Context: an optimization exercise on an open-source flow, tuned for small area and a short achievable clock period. The choices shown serve that exercise and are no tape-out recipe. RTL that was checked went through simulation tests only; none was proved equivalent to the original. Function not checked in run 2: the RTL went through the layout flow alone. Power and IR drop assume default switching activity.

==> design/flow/config.mk <==
export PLATFORM = sky130hd
export DESIGN_NAME = fp16_arith
export DESIGN_NICKNAME = fp16_arith
export VERILOG_FILES = /design/flow/design.v
export SDC_FILE = /design/flow/constraint.sdc
export NUM_CORES = 4
export LEC_CHECK = 0
export CAP_MARGIN = 20
export CORE_MARGIN = 2
export CORE_UTILIZATION = 60
export SLEW_MARGIN = 20
export SYNTH_HIERARCHICAL = 1
==> design/flow/constraint.sdc <==
create_clock -name core_clock -period 17.0 [get_ports {clk}]
set_input_delay 3.4000 -clock core_clock [delete_from_list [all_inputs] [get_ports {clk}]]
set_output_delay 3.4000 -clock core_clock [all_outputs]
set_load 0.01 [all_outputs]
==> design/flow/design.v <==
`timescale 1ns / 1ps
module fp16_adder(
input [15:0] numi1,
input [15:0] numi2,
input clk,
input sz_r,
output [15:0] ans,
output [1:0] iszero,
output reg [1:0] isinf,
output isnan
    );
    wire [4:0]  e1 = numi1[14:10];
    wire [4:0]  e2 = numi2[14:10];
    wire        s1 = numi1[15];
    wire        s2 = numi2[15];
    wire [10:0] m1 = {1'b1, numi1[9:0]};
    wire [10:0] m2 = {1'b1, numi2[9:0]};
    wire inf_p = (numi1 == 16'h7c00) | (numi2 == 16'h7c00);
    wire inf_n = (numi1 == 16'hfc00) | (numi2 == 16'hfc00);
    wire special = (&e1) | (&e2);
    wire [5:0]  d12  = {1'b0, e1} - {1'b0, e2};
    wire [4:0]  d21  = e2 - e1;
    wire        ge   = ~d12[5];
    wire [4:0]  d    = ge ? d12[4:0] : d21;
    wire [4:0]  emax = ge ? e1 : e2;
    wire [10:0] m2s  = m2 >> d;
    wire        sz = s1 ^ s2;
    wire [11:0] t;
    wire        tco;
    fp16_add12 u_t(.a({1'b0, m1}), .b({1'b0, m2s} ^ {12{sz}}), .ci(sz), .s(t), .co(tco));
    reg [4:0] emax_r;
    reg       c_r, h_r, s1_r;
    reg [9:0] v_r;
    always @(posedge clk) begin
        isinf  <= inf_p ? 2'b01 : inf_n ? 2'b10 : 2'b00;
        emax_r <= emax;
        c_r    <= t[11];
        h_r    <= t[10];
        s1_r   <= s1;
        v_r    <= t[9:0];
    end
    wire       neg = c_r & sz_r;
    wire       rs  = s1_r ^ neg;
    wire [9:0] nv  = 10'd0 - v_r;
    wire [9:0] zt;
    assign zt[0] = ~v_r[9];
    assign zt[1] = ~|v_r[9:8];
    assign zt[2] = ~|v_r[9:7];
    assign zt[3] = ~|v_r[9:6];
    assign zt[4] = ~|v_r[9:5];
    assign zt[5] = ~|v_r[9:4];
    assign zt[6] = ~|v_r[9:3];
    assign zt[7] = ~|v_r[9:2];
    assign zt[8] = ~|v_r[9:1];
    assign zt[9] = ~|v_r[9:0];
    wire [3:0] lz = {zt[7],
                     zt[3] & ~zt[7],
                     (zt[1] & ~zt[3]) | (zt[5] & ~zt[7]),
                     (zt[0] & ~zt[1]) | (zt[2] & ~zt[3]) | (zt[4] & ~zt[5]) |
                     (zt[6] & ~zt[7]) | (zt[8] & ~zt[9])};
    wire [4:0] xe = emax_r + ~{1'b0, lz};
    wire       uf = (xe == 5'd0) | (xe >= 5'd15);
    wire [9:0] vn = v_r << lz;
    reg [4:0] re;
    reg [9:0] rf;
    always @* begin
        if (c_r) begin
            re = emax_r + 5'd1;
            rf = neg ? {1'b0, nv[9:1]} : {1'b0, v_r[9:1]};
        end else if (!h_r) begin
            re = uf ? 5'd18 : xe;
            rf = uf ? 10'd0 : {vn[8:0], 1'b0};
        end else begin
            re = 5'd0;
            rf = v_r;
        end
    end
    wire zero = ~c_r & zt[9];
    wire zsgn = s1_r & h_r;
    wire spec = &emax_r;
    assign isnan = spec & ~isinf[1] & ~isinf[0];
    assign iszero = (spec | ~zero) ? 2'b00 : {1'b1, ~zsgn};
    assign ans    = (spec | zero) ? 16'd0 : {rs, re, rf};
endmodule
`timescale 1ns / 1ps
module fp16_simple_multiplier(
input [15:0] numi1,
input [15:0] numi2,
input clk,
output [15:0] ans,
output reg sz_r
    );
    wire [9:0]  x = numi1[9:0];
    wire [9:0]  y = numi2[9:0];
    wire [21:0] ra, rb;
    wire pp0_0 = x[0] & y[0];
    wire pp0_1 = x[0] & y[1];
    wire pp0_2 = x[0] & y[2];
    wire pp0_3 = x[0] & y[3];
    wire pp0_4 = x[0] & y[4];
    wire pp0_5 = x[0] & y[5];
    wire pp0_6 = x[0] & y[6];
    wire pp0_7 = x[0] & y[7];
    wire pp0_8 = x[0] & y[8];
    wire pp0_9 = x[0] & y[9];
    wire pp1_0 = x[1] & y[0];
    wire pp1_1 = x[1] & y[1];
    wire pp1_2 = x[1] & y[2];
    wire pp1_3 = x[1] & y[3];
    wire pp1_4 = x[1] & y[4];
    wire pp1_5 = x[1] & y[5];
    wire pp1_6 = x[1] & y[6];
    wire pp1_7 = x[1] & y[7];
    wire pp1_8 = x[1] & y[8];
    wire pp1_9 = x[1] & y[9];
    wire pp2_0 = x[2] & y[0];
    wire pp2_1 = x[2] & y[1];
    wire pp2_2 = x[2] & y[2];
    wire pp2_3 = x[2] & y[3];
    wire pp2_4 = x[2] & y[4];
    wire pp2_5 = x[2] & y[5];
    wire pp2_6 = x[2] & y[6];
    wire pp2_7 = x[2] & y[7];
    wire pp2_8 = x[2] & y[8];
    wire pp2_9 = x[2] & y[9];
    wire pp3_0 = x[3] & y[0];
    wire pp3_1 = x[3] & y[1];
    wire pp3_2 = x[3] & y[2];
    wire pp3_3 = x[3] & y[3];
    wire pp3_4 = x[3] & y[4];
    wire pp3_5 = x[3] & y[5];
    wire pp3_6 = x[3] & y[6];
    wire pp3_7 = x[3] & y[7];
    wire pp3_8 = x[3] & y[8];
    wire pp3_9 = x[3] & y[9];
    wire pp4_0 = x[4] & y[0];
    wire pp4_1 = x[4] & y[1];
    wire pp4_2 = x[4] & y[2];
    wire pp4_3 = x[4] & y[3];
    wire pp4_4 = x[4] & y[4];
    wire pp4_5 = x[4] & y[5];
    wire pp4_6 = x[4] & y[6];
    wire pp4_7 = x[4] & y[7];
    wire pp4_8 = x[4] & y[8];
    wire pp4_9 = x[4] & y[9];
    wire pp5_0 = x[5] & y[0];
    wire pp5_1 = x[5] & y[1];
    wire pp5_2 = x[5] & y[2];
    wire pp5_3 = x[5] & y[3];
    wire pp5_4 = x[5] & y[4];
    wire pp5_5 = x[5] & y[5];
    wire pp5_6 = x[5] & y[6];
    wire pp5_7 = x[5] & y[7];
    wire pp5_8 = x[5] & y[8];
    wire pp5_9 = x[5] & y[9];
    wire pp6_0 = x[6] & y[0];
    wire pp6_1 = x[6] & y[1];
    wire pp6_2 = x[6] & y[2];
    wire pp6_3 = x[6] & y[3];
    wire pp6_4 = x[6] & y[4];
    wire pp6_5 = x[6] & y[5];
    wire pp6_6 = x[6] & y[6];
    wire pp6_7 = x[6] & y[7];
    wire pp6_8 = x[6] & y[8];
    wire pp6_9 = x[6] & y[9];
    wire pp7_0 = x[7] & y[0];
    wire pp7_1 = x[7] & y[1];
    wire pp7_2 = x[7] & y[2];
    wire pp7_3 = x[7] & y[3];
    wire pp7_4 = x[7] & y[4];
    wire pp7_5 = x[7] & y[5];
    wire pp7_6 = x[7] & y[6];
    wire pp7_7 = x[7] & y[7];
    wire pp7_8 = x[7] & y[8];
    wire pp7_9 = x[7] & y[9];
    wire pp8_0 = x[8] & y[0];
    wire pp8_1 = x[8] & y[1];
    wire pp8_2 = x[8] & y[2];
    wire pp8_3 = x[8] & y[3];
    wire pp8_4 = x[8] & y[4];
    wire pp8_5 = x[8] & y[5];
    wire pp8_6 = x[8] & y[6];
    wire pp8_7 = x[8] & y[7];
    wire pp8_8 = x[8] & y[8];
    wire pp8_9 = x[8] & y[9];
    wire pp9_0 = x[9] & y[0];
    wire pp9_1 = x[9] & y[1];
    wire pp9_2 = x[9] & y[2];
    wire pp9_3 = x[9] & y[3];
    wire pp9_4 = x[9] & y[4];
    wire pp9_5 = x[9] & y[5];
    wire pp9_6 = x[9] & y[6];
    wire pp9_7 = x[9] & y[7];
    wire pp9_8 = x[9] & y[8];
    wire pp9_9 = x[9] & y[9];
    wire hs0, hc0;
    fp16_ha u_hs0 (.a(pp0_9), .b(pp1_8), .s(hs0), .co(hc0));
    wire fs1, fc1;
    fp16_fa u_fs1 (.a(pp1_9), .b(pp2_8), .c(pp3_7), .s(fs1), .co(fc1));
    wire hs2, hc2;
    fp16_ha u_hs2 (.a(pp4_6), .b(pp5_5), .s(hs2), .co(hc2));
    wire fs3, fc3;
    fp16_fa u_fs3 (.a(pp2_9), .b(pp3_8), .c(pp4_7), .s(fs3), .co(fc3));
    wire hs4, hc4;
    fp16_ha u_hs4 (.a(pp5_6), .b(pp6_5), .s(hs4), .co(hc4));
    wire fs5, fc5;
    fp16_fa u_fs5 (.a(pp3_9), .b(pp4_8), .c(pp5_7), .s(fs5), .co(fc5));
    wire hs6, hc6;
    fp16_ha u_hs6 (.a(pp0_6), .b(pp1_5), .s(hs6), .co(hc6));
    wire fs7, fc7;
    fp16_fa u_fs7 (.a(pp0_7), .b(pp1_6), .c(pp2_5), .s(fs7), .co(fc7));
    wire hs8, hc8;
    fp16_ha u_hs8 (.a(pp3_4), .b(pp4_3), .s(hs8), .co(hc8));
    wire fs9, fc9;
    fp16_fa u_fs9 (.a(pp0_8), .b(pp1_7), .c(pp2_6), .s(fs9), .co(fc9));
    wire fs10, fc10;
    fp16_fa u_fs10 (.a(pp3_5), .b(pp4_4), .c(pp5_3), .s(fs10), .co(fc10));
    wire hs11, hc11;
    fp16_ha u_hs11 (.a(pp6_2), .b(pp7_1), .s(hs11), .co(hc11));
    wire fs12, fc12;
    fp16_fa u_fs12 (.a(hs0), .b(pp2_7), .c(pp3_6), .s(fs12), .co(fc12));
    wire fs13, fc13;
    fp16_fa u_fs13 (.a(pp4_5), .b(pp5_4), .c(pp6_3), .s(fs13), .co(fc13));
    wire fs14, fc14;
    fp16_fa u_fs14 (.a(pp7_2), .b(pp8_1), .c(pp9_0), .s(fs14), .co(fc14));
    wire fs15, fc15;
    fp16_fa u_fs15 (.a(hc0), .b(fs1), .c(hs2), .s(fs15), .co(fc15));
    wire fs16, fc16;
    fp16_fa u_fs16 (.a(pp6_4), .b(pp7_3), .c(pp8_2), .s(fs16), .co(fc16));
    wire fs17, fc17;
    fp16_fa u_fs17 (.a(pp9_1), .b(x[0]), .c(y[0]), .s(fs17), .co(fc17));
    wire fs18, fc18;
    fp16_fa u_fs18 (.a(fc1), .b(hc2), .c(fs3), .s(fs18), .co(fc18));
    wire fs19, fc19;
    fp16_fa u_fs19 (.a(hs4), .b(pp7_4), .c(pp8_3), .s(fs19), .co(fc19));
    wire fs20, fc20;
    fp16_fa u_fs20 (.a(pp9_2), .b(x[1]), .c(y[1]), .s(fs20), .co(fc20));
    wire fs21, fc21;
    fp16_fa u_fs21 (.a(fc3), .b(hc4), .c(fs5), .s(fs21), .co(fc21));
    wire fs22, fc22;
    fp16_fa u_fs22 (.a(pp6_6), .b(pp7_5), .c(pp8_4), .s(fs22), .co(fc22));
    wire fs23, fc23;
    fp16_fa u_fs23 (.a(pp9_3), .b(x[2]), .c(y[2]), .s(fs23), .co(fc23));
    wire fs24, fc24;
    fp16_fa u_fs24 (.a(fc5), .b(pp4_9), .c(pp5_8), .s(fs24), .co(fc24));
    wire fs25, fc25;
    fp16_fa u_fs25 (.a(pp6_7), .b(pp7_6), .c(pp8_5), .s(fs25), .co(fc25));
    wire fs26, fc26;
    fp16_fa u_fs26 (.a(pp9_4), .b(x[3]), .c(y[3]), .s(fs26), .co(fc26));
    wire fs27, fc27;
    fp16_fa u_fs27 (.a(pp5_9), .b(pp6_8), .c(pp7_7), .s(fs27), .co(fc27));
    wire fs28, fc28;
    fp16_fa u_fs28 (.a(pp8_6), .b(pp9_5), .c(x[4]), .s(fs28), .co(fc28));
    wire fs29, fc29;
    fp16_fa u_fs29 (.a(pp6_9), .b(pp7_8), .c(pp8_7), .s(fs29), .co(fc29));
    wire hs30, hc30;
    fp16_ha u_hs30 (.a(pp0_4), .b(pp1_3), .s(hs30), .co(hc30));
    wire fs31, fc31;
    fp16_fa u_fs31 (.a(pp0_5), .b(pp1_4), .c(pp2_3), .s(fs31), .co(fc31));
    wire hs32, hc32;
    fp16_ha u_hs32 (.a(pp3_2), .b(pp4_1), .s(hs32), .co(hc32));
    wire fs33, fc33;
    fp16_fa u_fs33 (.a(hs6), .b(pp2_4), .c(pp3_3), .s(fs33), .co(fc33));
    wire fs34, fc34;
    fp16_fa u_fs34 (.a(pp4_2), .b(pp5_1), .c(pp6_0), .s(fs34), .co(fc34));
    wire fs35, fc35;
    fp16_fa u_fs35 (.a(hc6), .b(fs7), .c(hs8), .s(fs35), .co(fc35));
    wire fs36, fc36;
    fp16_fa u_fs36 (.a(pp5_2), .b(pp6_1), .c(pp7_0), .s(fs36), .co(fc36));
    wire fs37, fc37;
    fp16_fa u_fs37 (.a(fc7), .b(hc8), .c(fs9), .s(fs37), .co(fc37));
    wire fs38, fc38;
    fp16_fa u_fs38 (.a(fs10), .b(hs11), .c(pp8_0), .s(fs38), .co(fc38));
    wire fs39, fc39;
    fp16_fa u_fs39 (.a(fc9), .b(fc10), .c(hc11), .s(fs39), .co(fc39));
    wire fs40, fc40;
    fp16_fa u_fs40 (.a(fs12), .b(fs13), .c(fs14), .s(fs40), .co(fc40));
    wire fs41, fc41;
    fp16_fa u_fs41 (.a(fc12), .b(fc13), .c(fc14), .s(fs41), .co(fc41));
    wire fs42, fc42;
    fp16_fa u_fs42 (.a(fs15), .b(fs16), .c(fs17), .s(fs42), .co(fc42));
    wire fs43, fc43;
    fp16_fa u_fs43 (.a(fc15), .b(fc16), .c(fc17), .s(fs43), .co(fc43));
    wire fs44, fc44;
    fp16_fa u_fs44 (.a(fs18), .b(fs19), .c(fs20), .s(fs44), .co(fc44));
    wire fs45, fc45;
    fp16_fa u_fs45 (.a(fc18), .b(fc19), .c(fc20), .s(fs45), .co(fc45));
    wire fs46, fc46;
    fp16_fa u_fs46 (.a(fs21), .b(fs22), .c(fs23), .s(fs46), .co(fc46));
    wire fs47, fc47;
    fp16_fa u_fs47 (.a(fc21), .b(fc22), .c(fc23), .s(fs47), .co(fc47));
    wire fs48, fc48;
    fp16_fa u_fs48 (.a(fs24), .b(fs25), .c(fs26), .s(fs48), .co(fc48));
    wire fs49, fc49;
    fp16_fa u_fs49 (.a(fc24), .b(fc25), .c(fc26), .s(fs49), .co(fc49));
    wire fs50, fc50;
    fp16_fa u_fs50 (.a(fs27), .b(fs28), .c(y[4]), .s(fs50), .co(fc50));
    wire fs51, fc51;
    fp16_fa u_fs51 (.a(fc27), .b(fc28), .c(fs29), .s(fs51), .co(fc51));
    wire fs52, fc52;
    fp16_fa u_fs52 (.a(pp9_6), .b(x[5]), .c(y[5]), .s(fs52), .co(fc52));
    wire fs53, fc53;
    fp16_fa u_fs53 (.a(fc29), .b(pp7_9), .c(pp8_8), .s(fs53), .co(fc53));
    wire fs54, fc54;
    fp16_fa u_fs54 (.a(pp9_7), .b(x[6]), .c(y[6]), .s(fs54), .co(fc54));
    wire fs55, fc55;
    fp16_fa u_fs55 (.a(pp8_9), .b(pp9_8), .c(x[7]), .s(fs55), .co(fc55));
    wire hs56, hc56;
    fp16_ha u_hs56 (.a(pp0_3), .b(pp1_2), .s(hs56), .co(hc56));
    wire fs57, fc57;
    fp16_fa u_fs57 (.a(hs30), .b(pp2_2), .c(pp3_1), .s(fs57), .co(fc57));
    wire fs58, fc58;
    fp16_fa u_fs58 (.a(hc30), .b(fs31), .c(hs32), .s(fs58), .co(fc58));
    wire fs59, fc59;
    fp16_fa u_fs59 (.a(fc31), .b(hc32), .c(fs33), .s(fs59), .co(fc59));
    wire fs60, fc60;
    fp16_fa u_fs60 (.a(fc33), .b(fc34), .c(fs35), .s(fs60), .co(fc60));
    wire fs61, fc61;
    fp16_fa u_fs61 (.a(fc35), .b(fc36), .c(fs37), .s(fs61), .co(fc61));
    wire fs62, fc62;
    fp16_fa u_fs62 (.a(fc37), .b(fc38), .c(fs39), .s(fs62), .co(fc62));
    wire fs63, fc63;
    fp16_fa u_fs63 (.a(fc39), .b(fc40), .c(fs41), .s(fs63), .co(fc63));
    wire fs64, fc64;
    fp16_fa u_fs64 (.a(fc41), .b(fc42), .c(fs43), .s(fs64), .co(fc64));
    wire fs65, fc65;
    fp16_fa u_fs65 (.a(fc43), .b(fc44), .c(fs45), .s(fs65), .co(fc65));
    wire fs66, fc66;
    fp16_fa u_fs66 (.a(fc45), .b(fc46), .c(fs47), .s(fs66), .co(fc66));
    wire fs67, fc67;
    fp16_fa u_fs67 (.a(fc47), .b(fc48), .c(fs49), .s(fs67), .co(fc67));
    wire fs68, fc68;
    fp16_fa u_fs68 (.a(fc49), .b(fc50), .c(fs51), .s(fs68), .co(fc68));
    wire fs69, fc69;
    fp16_fa u_fs69 (.a(fc51), .b(fc52), .c(fs53), .s(fs69), .co(fc69));
    wire fs70, fc70;
    fp16_fa u_fs70 (.a(fc53), .b(fc54), .c(fs55), .s(fs70), .co(fc70));
    wire fs71, fc71;
    fp16_fa u_fs71 (.a(fc55), .b(pp9_9), .c(x[8]), .s(fs71), .co(fc71));
    wire hs72, hc72;
    fp16_ha u_hs72 (.a(pp0_2), .b(pp1_1), .s(hs72), .co(hc72));
    wire fs73, fc73;
    fp16_fa u_fs73 (.a(hs56), .b(pp2_1), .c(pp3_0), .s(fs73), .co(fc73));
    wire fs74, fc74;
    fp16_fa u_fs74 (.a(hc56), .b(fs57), .c(pp4_0), .s(fs74), .co(fc74));
    wire fs75, fc75;
    fp16_fa u_fs75 (.a(fc57), .b(fs58), .c(pp5_0), .s(fs75), .co(fc75));
    wire fs76, fc76;
    fp16_fa u_fs76 (.a(fc58), .b(fs59), .c(fs34), .s(fs76), .co(fc76));
    wire fs77, fc77;
    fp16_fa u_fs77 (.a(fc59), .b(fs60), .c(fs36), .s(fs77), .co(fc77));
    wire fs78, fc78;
    fp16_fa u_fs78 (.a(fc60), .b(fs61), .c(fs38), .s(fs78), .co(fc78));
    wire fs79, fc79;
    fp16_fa u_fs79 (.a(fc61), .b(fs62), .c(fs40), .s(fs79), .co(fc79));
    wire fs80, fc80;
    fp16_fa u_fs80 (.a(fc62), .b(fs63), .c(fs42), .s(fs80), .co(fc80));
    wire fs81, fc81;
    fp16_fa u_fs81 (.a(fc63), .b(fs64), .c(fs44), .s(fs81), .co(fc81));
    wire fs82, fc82;
    fp16_fa u_fs82 (.a(fc64), .b(fs65), .c(fs46), .s(fs82), .co(fc82));
    wire fs83, fc83;
    fp16_fa u_fs83 (.a(fc65), .b(fs66), .c(fs48), .s(fs83), .co(fc83));
    wire fs84, fc84;
    fp16_fa u_fs84 (.a(fc66), .b(fs67), .c(fs50), .s(fs84), .co(fc84));
    wire fs85, fc85;
    fp16_fa u_fs85 (.a(fc67), .b(fs68), .c(fs52), .s(fs85), .co(fc85));
    wire fs86, fc86;
    fp16_fa u_fs86 (.a(fc68), .b(fs69), .c(fs54), .s(fs86), .co(fc86));
    wire fs87, fc87;
    fp16_fa u_fs87 (.a(fc69), .b(fs70), .c(y[7]), .s(fs87), .co(fc87));
    wire fs88, fc88;
    fp16_fa u_fs88 (.a(fc70), .b(fs71), .c(y[8]), .s(fs88), .co(fc88));
    wire fs89, fc89;
    fp16_fa u_fs89 (.a(fc71), .b(x[9]), .c(y[9]), .s(fs89), .co(fc89));
    assign ra = {1'b0, fc89, fc88, fc87, fc86, fc85, fc84, fc83, fc82, fc81, fc80, fc79, fc78, fc77, fc76, fc75, fc74, fc73, hc72, hs72, pp0_1, pp0_0};
    assign rb = {1'b0, 1'b1, fs89, fs88, fs87, fs86, fs85, fs84, fs83, fs82, fs81, fs80, fs79, fs78, fs77, fs76, fs75, fs74, fs73, pp2_0, pp1_0, 1'b0};
    wire [9:0]  lg  = ra[9:0] & rb[9:0];
    wire [9:0]  lp  = ra[9:0] ^ rb[9:0];
    wire        g10 = lg[1] | (lp[1] & lg[0]);
    wire        g32 = lg[3] | (lp[3] & lg[2]);
    wire        p32 = lp[3] & lp[2];
    wire        g54 = lg[5] | (lp[5] & lg[4]);
    wire        p54 = lp[5] & lp[4];
    wire        g76 = lg[7] | (lp[7] & lg[6]);
    wire        p76 = lp[7] & lp[6];
    wire        g98 = lg[9] | (lp[9] & lg[8]);
    wire        p98 = lp[9] & lp[8];
    wire        g30 = g32 | (p32 & g10);
    wire        g74 = g76 | (p76 & g54);
    wire        p74 = p76 & p54;
    wire        g70 = g74 | (p74 & g30);
    wire        c9  = lg[8] | (lp[8] & g70);
    wire        c10 = g98 | (p98 & g70);
    wire [8:0]  zb  = (ra[8:0] ^ rb[8:0]) ^ {ra[7:0] | rb[7:0], 1'b0};
    wire        gt  = (lp[9] ^ c9) & (zb != 9'd0);
    wire [11:0] hi;
    wire        hco;
    fp16_add12 u_hi(.a(ra[21:10]), .b(rb[21:10]), .ci(c10), .s(hi), .co(hco));
    wire        sz  = numi1[15] ^ numi2[15];
    reg  [11:0] hi_r;
    reg         inc_r;
    reg  [4:0]  eb_r;
    always @(posedge clk) begin
        hi_r  <= hi;
        inc_r <= sz ^ gt;
        sz_r  <= sz;
        eb_r  <= numi1[14:10] + numi2[14:10] + 5'd17;
    end
    wire [11:0] r   = hi_r + {11'd0, inc_r};
    wire [4:0]  eb1 = eb_r + 5'd1;
    assign ans = r[11] ? {sz_r, eb1, r[10:1]} : {sz_r, eb_r, r[9:0]};
endmodule
module fp16_fa(input a, input b, input c, output s, output co);
    assign s  = a ^ b ^ c;
    assign co = (a & b) | (c & (a ^ b));
endmodule
module fp16_ha(input a, input b, output s, output co);
    assign s  = a ^ b;
    assign co = a & b;
endmodule
module fp16_add12(
input  [11:0] a,
input  [11:0] b,
input         ci,
output [11:0] s,
output        co
    );
    wire [11:0] g0 = a & b;
    wire [11:0] p0 = a ^ b;
    wire [11:0] g1, p1, g2, p2, g3, p3, g4, p4;
    genvar i;
    generate
        for (i = 0; i < 12; i = i + 1) begin : l1
            if (i >= 1) begin
                assign g1[i] = g0[i] | (p0[i] & g0[i-1]);
                assign p1[i] = p0[i] & p0[i-1];
            end else begin
                assign g1[i] = g0[i];
                assign p1[i] = p0[i];
            end
        end
        for (i = 0; i < 12; i = i + 1) begin : l2
            if (i >= 2) begin
                assign g2[i] = g1[i] | (p1[i] & g1[i-2]);
                assign p2[i] = p1[i] & p1[i-2];
            end else begin
                assign g2[i] = g1[i];
                assign p2[i] = p1[i];
            end
        end
        for (i = 0; i < 12; i = i + 1) begin : l3
            if (i >= 4) begin
                assign g3[i] = g2[i] | (p2[i] & g2[i-4]);
                assign p3[i] = p2[i] & p2[i-4];
            end else begin
                assign g3[i] = g2[i];
                assign p3[i] = p2[i];
            end
        end
        for (i = 0; i < 12; i = i + 1) begin : l4
            if (i >= 8) begin
                assign g4[i] = g3[i] | (p3[i] & g3[i-8]);
                assign p4[i] = p3[i] & p3[i-8];
            end else begin
                assign g4[i] = g3[i];
                assign p4[i] = p3[i];
            end
        end
    endgenerate
    wire [12:0] c = {g4 | (p4 & {12{ci}}), ci};
    assign s  = p0 ^ c[11:0];
    assign co = c[12];
endmodule
`timescale 1ns / 1ps
module fp16_arith(
input clk,
input [15:0] numi1,
input [15:0] numi2,
output [15:0] sum,
output [1:0] iszero,
output [1:0] isinf,
output isnan,
output [15:0] prod
    );
    wire sz_r;
    fp16_adder u_add(
        .numi1(numi1),
        .numi2(numi2),
        .clk(clk),
        .sz_r(sz_r),
        .ans(sum),
        .iszero(iszero),
        .isinf(isinf),
        .isnan(isnan)
    );
    fp16_simple_multiplier u_mul(
        .numi1(numi1),
        .numi2(numi2),
        .clk(clk),
        .ans(prod),
        .sz_r(sz_r)
    );
endmodule
==> design/flow/flow/run.sh <==
#!/bin/bash
# Own layout flow: the standard ORFS flow, with plain buf_1 cells as the
# port buffers (buffer_ports would otherwise pick clkdlybuf4s50_1, a slow
# delay cell). Every input and output port still gets its own buffer.
set -euo pipefail
export BUFFER_PORTS_ARGS="-buffer_cell sky130_fd_sc_hd__buf_1"
if [[ -f flow/env.sh ]]; then source flow/env.sh; fi
bash standard.sh > standard.log 2>&1
==> design/flow/flow/env.sh <==
export SETUP_SLACK_MARGIN=9.7
==> design/flow/standard.sh <==
#!/bin/bash
# synth_recipe.tcl (not shown) runs the flow's synth.tcl, then flattens the netlist and writes it again
# the make line also repeats each setting of config.mk as NAME=value (left out here)
make -C /OpenROAD-flow-scripts/flow DESIGN_CONFIG=/design/flow/config.mk WORK_HOME=/design/flow/orfs CLKGATE_MAP_FILE= SYNTH_SCRIPT=/design/flow/synth_recipe.tcl "${@:-finish}"
==> reports/metrics.cfg, run 1 <==
[outcome]
status = complete, no violations

[critical_path]
end_kind = flop
crit_path_top_delay_cell = fa_1
crit_chain = buf_12, and2_4, fa_1, fa_1, fa_1, fa_1, inv_2, ha_4, a21o_1, a21o_1, a21oi_2, o21bai_2, a211oi_2, o211ai_1, and3b_2, nor3_4, xnor2_1
crit_buf_inv = 2
arrival_ns = 7.60
cpLargestDelayFamily = adder cells
cp_data_required_time_ns = 17.22
crit_top_cell = fa_1
critical_path_cell_count = 17
critical_path.max_fanout = 5
startpoint_type = input pin
slowest_delay_ns = 0.55
worst-setup-path-type = input pin to flop

[drt]
wl_per_cell_um = 18.4
routed_via_density = 6.01
dr.pass1.iters = 6
wirelength_um = 20100
dr_wl_met3_um = 1310
route.met2.wl_um = 9390
vias = 6572
ant_nets = 0
drc = 0
drtIter0Drc = 624
dr.max_layer_used = met4
met1_length_um = 9140

[timing]
drv_slew = 0
worst_pin_slew_ns = 0.848
fin_tns_setup_ns = 0
whs_ns = 3.34
hold_viol_final = 0
period_needed_ns = 7.38
finalCritPeriodShare = 0.434
setup_viol = 0
max_freq_mhz = 136
relSlewSlack = 0.434
rsz0062_at_grt = yes

[global_route]
gr-total-overflow = 0
grt_pass1_wl_um = 31500
first_global_vias = 6327
grt_max_degree = 25
track_usage = 0.295
antenna_found_initial = 0

[power]
leakage_nw = 3.82
powerDensity_nw_per_um2 = 165
ir_drop_mv = 0.133

[final_layout]
drive_above_1_share = 0.175
layout.nets = 1116
antennaDiodeCount = 0
stdcell_area_um2 = 8840
final_util = 0.703
syn_to_final_growth_pct = 15.3

[place]
dpl-instance-area_um2 = 7960
gp_congestion = 0.974
dp_hpwl_um = 15200
port_buffers = 69

[die]
ios = 70
dieArea_um2 = 13700
die_w_um = 117
die_h_um = 117
num_rows = 41
core_area_um2 = 12600
start_util = 0.610

[synthesis]
synthCells = 838
syn_area_um2 = 7670
ys.warnings.count = 8
avgSynthCellArea_um2 = 9.15

[clocking]
cts.sinks = 39
cts_max_level = 2
clk_pin_slew_ns = 0.06
cts_tree = done
hold_buffers = 0
clock_path_buffers = 2
numCtsBuffers = 5
root_buffer = clkbuf_16

[hold_path]
min_path_type = input pin to flop
min_path_cells = 1

[job]
cap_violations = 0

final timing paths:
path / start / to / slack [ns]
min: numi1[15] / u_add.s1_r / 3.34
max: numi2[7] / u_mul.hi_r[10] / 9.62
state kept, by name, summed over array words and instances, names as in the netlist:
register	cells
u_mul.hi_r	12
u_add.v_r	10
u_add.emax_r	5
u_mul.eb_r	5
u_add.isinf	2
u_add.c_r	1
u_add.h_r	1
u_add.s1_r	1
u_mul.inc_r	1
u_mul.sz_r	1
power by group:
part | internal, mW | switching, mW
combinational | 0.524 | 0.580
clock | 0.0842 | 0.0405
sequential | 0.137 | 0.0877
cell usage in the layout (no fill, tap or decap), types with 4 or more instances in the layout:
cell type	instances
a211oi_1	10
a211oi_2	4
a21o_1	13
a21oi_1	43
a21oi_2	8
a31oi_1	7
and2_1	95
and3_1	8
buf_1	42
buf_2	9
buf_4	36
clkbuf_16	6
clkbuf_2	6
conb_1	5
dfxtp_1	37
fa_1	85
ha_1	68
ha_4	7
inv_1	45
mux2i_1	10
mux4_2	7
nand2_1	51
nand2b_1	5
nand3_1	10
nor2_1	37
nor2b_1	8
nor3_1	13
nor3_2	5
nor3_4	4
nor4_1	9
o211ai_1	10
o21ai_0	21
or3_1	5
xnor2_1	44
xor2_1	22
final cells by class:
type	count	area, um^2
inverter	50	193
clock inverter	2	60.1
sequential	39	788
clock buffer	6	129
multi-input combinational	721	6790
tap	172	215
timing repair buffer	104	659
fill	1033	3730
metrics by stage:
stage          cells  setup slack [ns]  total power [mW]
6_report        1094              9.62              1.45
5_1_grt         1094              9.49              1.58
4_1_cts         1070              9.69              1.34
3_5_place_dp    1053              8.89              1.13
3_3_place_gp    1053              9.01              1.11
2_1_floorplan    839              9.71             0.939
what timing repair did:
action / 4_1_cts / 5_1_grt
cloned: 0 / 1
resized for setup: 69 / 49
endpoints found under the setup margin: 32 / 27
pin swaps: 21 / 48
buffers inserted: 9 / 23
layer usage:
metal  vias to the layer above  GRT usage
met5                         -          0
met4                         0     0.0643
met3                        20     0.0360
met2                       289      0.472
met1                      3184      0.433
li1                       3079          -
==> inputs of run 2 (changes only) <==
--- a/design/flow/design.v
+++ b/design/flow/design.v
@@ -3,11 +3,10 @@
 input [15:0] numi1,
 input [15:0] numi2,
 input clk,
-input sz_r,
 output [15:0] ans,
 output [1:0] iszero,
 output reg [1:0] isinf,
-output isnan
+output reg isnan
     );
     wire [4:0]  e1 = numi1[14:10];
     wire [4:0]  e2 = numi2[14:10];
@@ -25,18 +24,20 @@
     wire [4:0]  emax = ge ? e1 : e2;
     wire [10:0] m2s  = m2 >> d;
     wire        sz = s1 ^ s2;
-    wire [11:0] t;
-    wire        tco;
-    fp16_add12 u_t(.a({1'b0, m1}), .b({1'b0, m2s} ^ {12{sz}}), .ci(sz), .s(t), .co(tco));
+    wire [11:0] tp, tgg, tgp;
+    fp16_pg12 u_t(.a({1'b0, m1}), .b({1'b0, m2s} ^ {12{sz}}), .p(tp), .gg(tgg), .gp(tgp));
+    wire [11:0] t  = tp ^ {tgg[10:0] | (tgp[10:0] & {11{sz}}), sz};
     reg [4:0] emax_r;
-    reg       c_r, h_r, s1_r;
+    reg       c_r, h_r, s1_r, sz_r;
     reg [9:0] v_r;
     always @(posedge clk) begin
         isinf  <= inf_p ? 2'b01 : inf_n ? 2'b10 : 2'b00;
+        isnan  <= special & ~inf_p & ~inf_n;
         emax_r <= emax;
         c_r    <= t[11];
         h_r    <= t[10];
         s1_r   <= s1;
+        sz_r   <= sz;
         v_r    <= t[9:0];
     end
     wire       neg = c_r & sz_r;
@@ -77,8 +78,7 @@
     end
     wire zero = ~c_r & zt[9];
     wire zsgn = s1_r & h_r;
-    wire spec = &emax_r;
-    assign isnan = spec & ~isinf[1] & ~isinf[0];
+    wire spec = isinf[1] | isinf[0] | isnan;
     assign iszero = (spec | ~zero) ? 2'b00 : {1'b1, ~zsgn};
     assign ans    = (spec | zero) ? 16'd0 : {rs, re, rf};
 endmodule
@@ -87,8 +87,7 @@
 input [15:0] numi1,
 input [15:0] numi2,
 input clk,
-output [15:0] ans,
-output reg sz_r
+output [15:0] ans
     );
     wire [9:0]  x = numi1[9:0];
     wire [9:0]  y = numi2[9:0];
@@ -394,12 +393,12 @@
     wire        c10 = g98 | (p98 & g70);
     wire [8:0]  zb  = (ra[8:0] ^ rb[8:0]) ^ {ra[7:0] | rb[7:0], 1'b0};
     wire        gt  = (lp[9] ^ c9) & (zb != 9'd0);
-    wire [11:0] hi;
-    wire        hco;
-    fp16_add12 u_hi(.a(ra[21:10]), .b(rb[21:10]), .ci(c10), .s(hi), .co(hco));
+    wire [11:0] hp, hgg, hgp;
+    fp16_pg12 u_hi(.a(ra[21:10]), .b(rb[21:10]), .p(hp), .gg(hgg), .gp(hgp));
+    wire [11:0] hi  = hp ^ {hgg[10:0] | (hgp[10:0] & {11{c10}}), c10};
     wire        sz  = numi1[15] ^ numi2[15];
     reg  [11:0] hi_r;
-    reg         inc_r;
+    reg         inc_r, sz_r;
     reg  [4:0]  eb_r;
     always @(posedge clk) begin
         hi_r  <= hi;
@@ -419,16 +418,16 @@
     assign s  = a ^ b;
     assign co = a & b;
 endmodule
-module fp16_add12(
+module fp16_pg12(
 input  [11:0] a,
 input  [11:0] b,
-input         ci,
-output [11:0] s,
-output        co
+output [11:0] p,
+output [11:0] gg,
+output [11:0] gp
     );
     wire [11:0] g0 = a & b;
     wire [11:0] p0 = a ^ b;
-    wire [11:0] g1, p1, g2, p2, g3, p3, g4, p4;
+    wire [11:0] g1, p1, g2, p2, g3, p3;
     genvar i;
     generate
         for (i = 0; i < 12; i = i + 1) begin : l1
@@ -460,17 +459,15 @@
         end
         for (i = 0; i < 12; i = i + 1) begin : l4
             if (i >= 8) begin
-                assign g4[i] = g3[i] | (p3[i] & g3[i-8]);
-                assign p4[i] = p3[i] & p3[i-8];
+                assign gg[i] = g3[i] | (p3[i] & g3[i-8]);
+                assign gp[i] = p3[i] & p3[i-8];
             end else begin
-                assign g4[i] = g3[i];
-                assign p4[i] = p3[i];
+                assign gg[i] = g3[i];
+                assign gp[i] = p3[i];
             end
         end
     endgenerate
-    wire [12:0] c = {g4 | (p4 & {12{ci}}), ci};
-    assign s  = p0 ^ c[11:0];
-    assign co = c[12];
+    assign p = p0;
 endmodule
 `timescale 1ns / 1ps
 module fp16_arith(
@@ -483,12 +480,10 @@
 output isnan,
 output [15:0] prod
     );
-    wire sz_r;
     fp16_adder u_add(
         .numi1(numi1),
         .numi2(numi2),
         .clk(clk),
-        .sz_r(sz_r),
         .ans(sum),
         .iszero(iszero),
         .isinf(isinf),
@@ -498,7 +493,6 @@
         .numi1(numi1),
         .numi2(numi2),
         .clk(clk),
-        .ans(prod),
-        .sz_r(sz_r)
+        .ans(prod)
     );
 endmodule
==> design/flow/flow/env.sh (replaced) <==
export SETUP_SLACK_MARGIN=9
==> reports/metrics.cfg, run 2 <==
[die]
core_area_um2 = 13300  ; was 12600 um^2
ios = 70  ; unchanged
die_w_um = 121  ; was 117 um
num_rows = 42  ; was 41
start_util = 0.617  ; was 0.610
die_h_um = 121  ; was 117 um
dieArea_um2 = 14600  ; was 13700 um^2

[clocking]
numCtsBuffers = 5  ; unchanged
clock_path_buffers = 2  ; unchanged
root_buffer = clkbuf_16  ; unchanged
hold_buffers = 0  ; unchanged
cts_tree = done  ; unchanged
clk_pin_slew_ns = 0.06  ; about the same
cts_max_level = 2  ; unchanged
cts.sinks = 41  ; was 39

[power]
p_sw_mw = 0.759  ; was 0.708 mW
seqPwrFrac = 0.166  ; was 0.155
clkPwrFrac = 0.065  ; was 0.086
leakage_nw = 3.71  ; was 3.82 nW
power.internal_mw = 0.677  ; was 0.746 mW
powerDensity_nw_per_um2 = 168  ; was 165 nW/um^2
ir_drop_mv = 0.0841  ; was 0.133 mV
p_sw_frac = 0.529  ; was 0.487
pwr-share-comb = 0.769  ; was 0.760

[drt]
wl_per_cell_um = 17.7  ; was 18.4 um
wirelength_um = 19900  ; was 20100 um
drtIter0Drc = 648  ; was 624
routed_via_density = 6.17  ; was 6.01
drc = 0  ; unchanged
ant_nets = 0  ; unchanged
dr.pass1.iters = 7  ; was 6
vias = 6932  ; was 6572

[timing]
drv_slew = 0  ; unchanged
max_freq_mhz = 128  ; was 136 MHz
hold_viol_final = 0  ; unchanged
finalCritPeriodShare = 0.460  ; was 0.434
setup_ws_ns = 9.18  ; was 9.62 ns
relSlewSlack = 0.368  ; was 0.434
fin_tns_setup_ns = 0  ; unchanged
period_needed_ns = 7.82  ; was 7.38 ns
worst_pin_slew_ns = 0.946  ; was 0.848 ns
rsz0062_at_grt = yes  ; unchanged
setup_viol = 0  ; unchanged

[final_layout]
final_common_cell = and2_1  ; unchanged
reg.largest.list = u_mul.hi_r (12), u_add.v_r (10)  ; unchanged
antennaDiodeCount = 0  ; unchanged
drive_above_1_share = 0.0770  ; was 0.175
nFillCells = 1193  ; was 1033
layout.nets = 1140  ; was 1116
largest_reg_flops = 12  ; unchanged
largest_register = u_mul.hi_r  ; unchanged
final_cells = 1124  ; was 1094
most-common-layout-cells = 104 x and2_1, 84 x fa_1, 75 x ha_1  ; was 95 x and2_1, 85 x fa_1, 68 x ha_1
syn_to_final_growth_pct = 4.26  ; was 15.3%

[hold_path]
min_path_type = input pin to flop  ; unchanged
min_to = u_add.s1_r  ; unchanged
min_path_cells = 1  ; unchanged
hold_start = numi1[15]  ; unchanged

[global_route]
grt_max_degree = 28  ; was 25
track_usage = 0.273  ; was 0.295
first_global_vias = 6620  ; was 6327
antenna_found_initial = 0  ; unchanged
grt_pass1_wl_um = 32500  ; was 31500 um
gr-total-overflow = 0  ; unchanged

[synthesis]
ys.warnings.count = 8  ; unchanged
avgSynthCellArea_um2 = 9.01  ; was 9.15 um^2
syn_area_um2 = 8200  ; was 7670 um^2
synthCells = 910  ; was 838

[place]
place_ws_ns = 8.78  ; was 8.89 ns
dp_hpwl_um = 15500  ; was 15200 um
port_buffers = 69  ; unchanged
dp.cells = 1116  ; was 1053
gp_congestion = 0.947  ; was 0.974

[critical_path]
startpoint_type = input pin  ; unchanged
arrival_ns = 7.98  ; was 7.60 ns
crit_path_start = numi1[4]  ; was numi2[7]
cp_data_required_time_ns = 17.17  ; was 17.22 ns
end_kind = flop  ; unchanged
critical_path.max_fanout = 13  ; was 5
worst-setup-path-type = input pin to flop  ; unchanged

[job]
cap_violations = 0  ; unchanged

[outcome]
status = complete, no violations  ; unchanged

-- run 2: layer usage --
layer,part of all wire,track usage,vias to the layer above
li1,-,-,3261
met1,0.48,0.402,3358
met2,0.45,0.433,282
met3,0.056,0.0226,31
met4,0.020,0.0734,0
met5,0,0,-
-- run 2: how the worst max path moves through the flow --
stage | to | cells past startpoint
2_1_floorplan | u_mul.hi_r[9] | 14
3_3_place_gp | u_mul.hi_r[9] | 14
3_5_place_dp | u_mul.hi_r[9] | 14
4_1_cts | sum[5] | 15
5_1_grt | sum[5] | 15
6_report | u_mul.hi_r[9] | 14
-- run 2: cell type report --
cell class              count  area (um^2)  area share
clock buffers               6          139      0.0162
clock inverters             1         7.51    0.000878
inverters                  40          150      0.0176
multi-input cells         788         6920       0.810
flip-flops and latches     41          823      0.0963
well taps                 176          220      0.0257
repair buffers             72          289      0.0338
-- run 2: critical path, stage by stage --
cell and delay, ns:
buf_1 0.46, and2_1 0.23, fa_1 0.43, fa_1 0.47, fa_1 0.46, fa_1 0.55, fa_1 0.42, ha_1 0.39
and4_4 0.27, and2_4 0.16, and3_1 0.26, and3_1 0.23, a31oi_4 0.09, xnor2_1 0.15
-- run 2: power by group through the flow --
stage | logic [mW] | registers [mW] | clock network [mW]
6_report | 1.10 | 0.239 | 0.0928
3_3_place_gp | 1.06 | 0.231 | 0
5_1_grt | 1.21 | 0.245 | 0.0984
2_1_floorplan | 0.969 | 0.168 | 0
3_5_place_dp | 1.09 | 0.234 | 0
4_1_cts | 1.09 | 0.234 | 0.0940
-- run 2: repair_timing --
action	4_1_cts	5_1_grt
setup endpoints to repair	2	14
resized for setup	1	10
pin swaps	0	1
setup buffers	0	1
-- run 2: stage by stage --
step	total power, mW	utilization	hold slack [ns]	instance area (um^2)
6_report	1.44	0.643	3.39	8550
5_1_grt	1.56	0.643	3.39	8550
4_1_cts	1.42	0.641	3.40	8520
3_5_place_dp	1.32	0.629	3.69	8370
3_3_place_gp	1.29	0.629	3.68	8370
2_1_floorplan	1.14	-	3.43	8210

-- what the ideal ports hide --
The results above use ideal ports. As a check the final layouts listed here were re-extracted and re-timed, cells and wires unchanged. Step 1 sets driving cells, clkbuf_16 on the clock port and buf_2 on the other inputs (assumed; they add their load-dependent delay and slew). Step 2 also shifts input and output timing later by t, the mid clock arrival at the registers, as if the neighbouring blocks saw the same clock. Three values: no drivers, after step 1, after step 2; two values: the first two.
| run | shift t [ns] | slack for setup (ns) | worst setup path after step 2 | worst register clock-pin slew, ns |
|---|---|---|---|---|
| run 1 | 0.331 | 9.625 / 9.584 / 9.253 | input to register | 0.06 / 0.06 |
| run 2 | 0.313 | 9.184 / 9.155 / 8.878 | input to register | 0.06 / 0.06 |
After both steps every run listed still meets setup and hold. The setup slack of run 1, which loses most, moves by -0.041 ns with the drivers and by -0.372 ns with both steps.
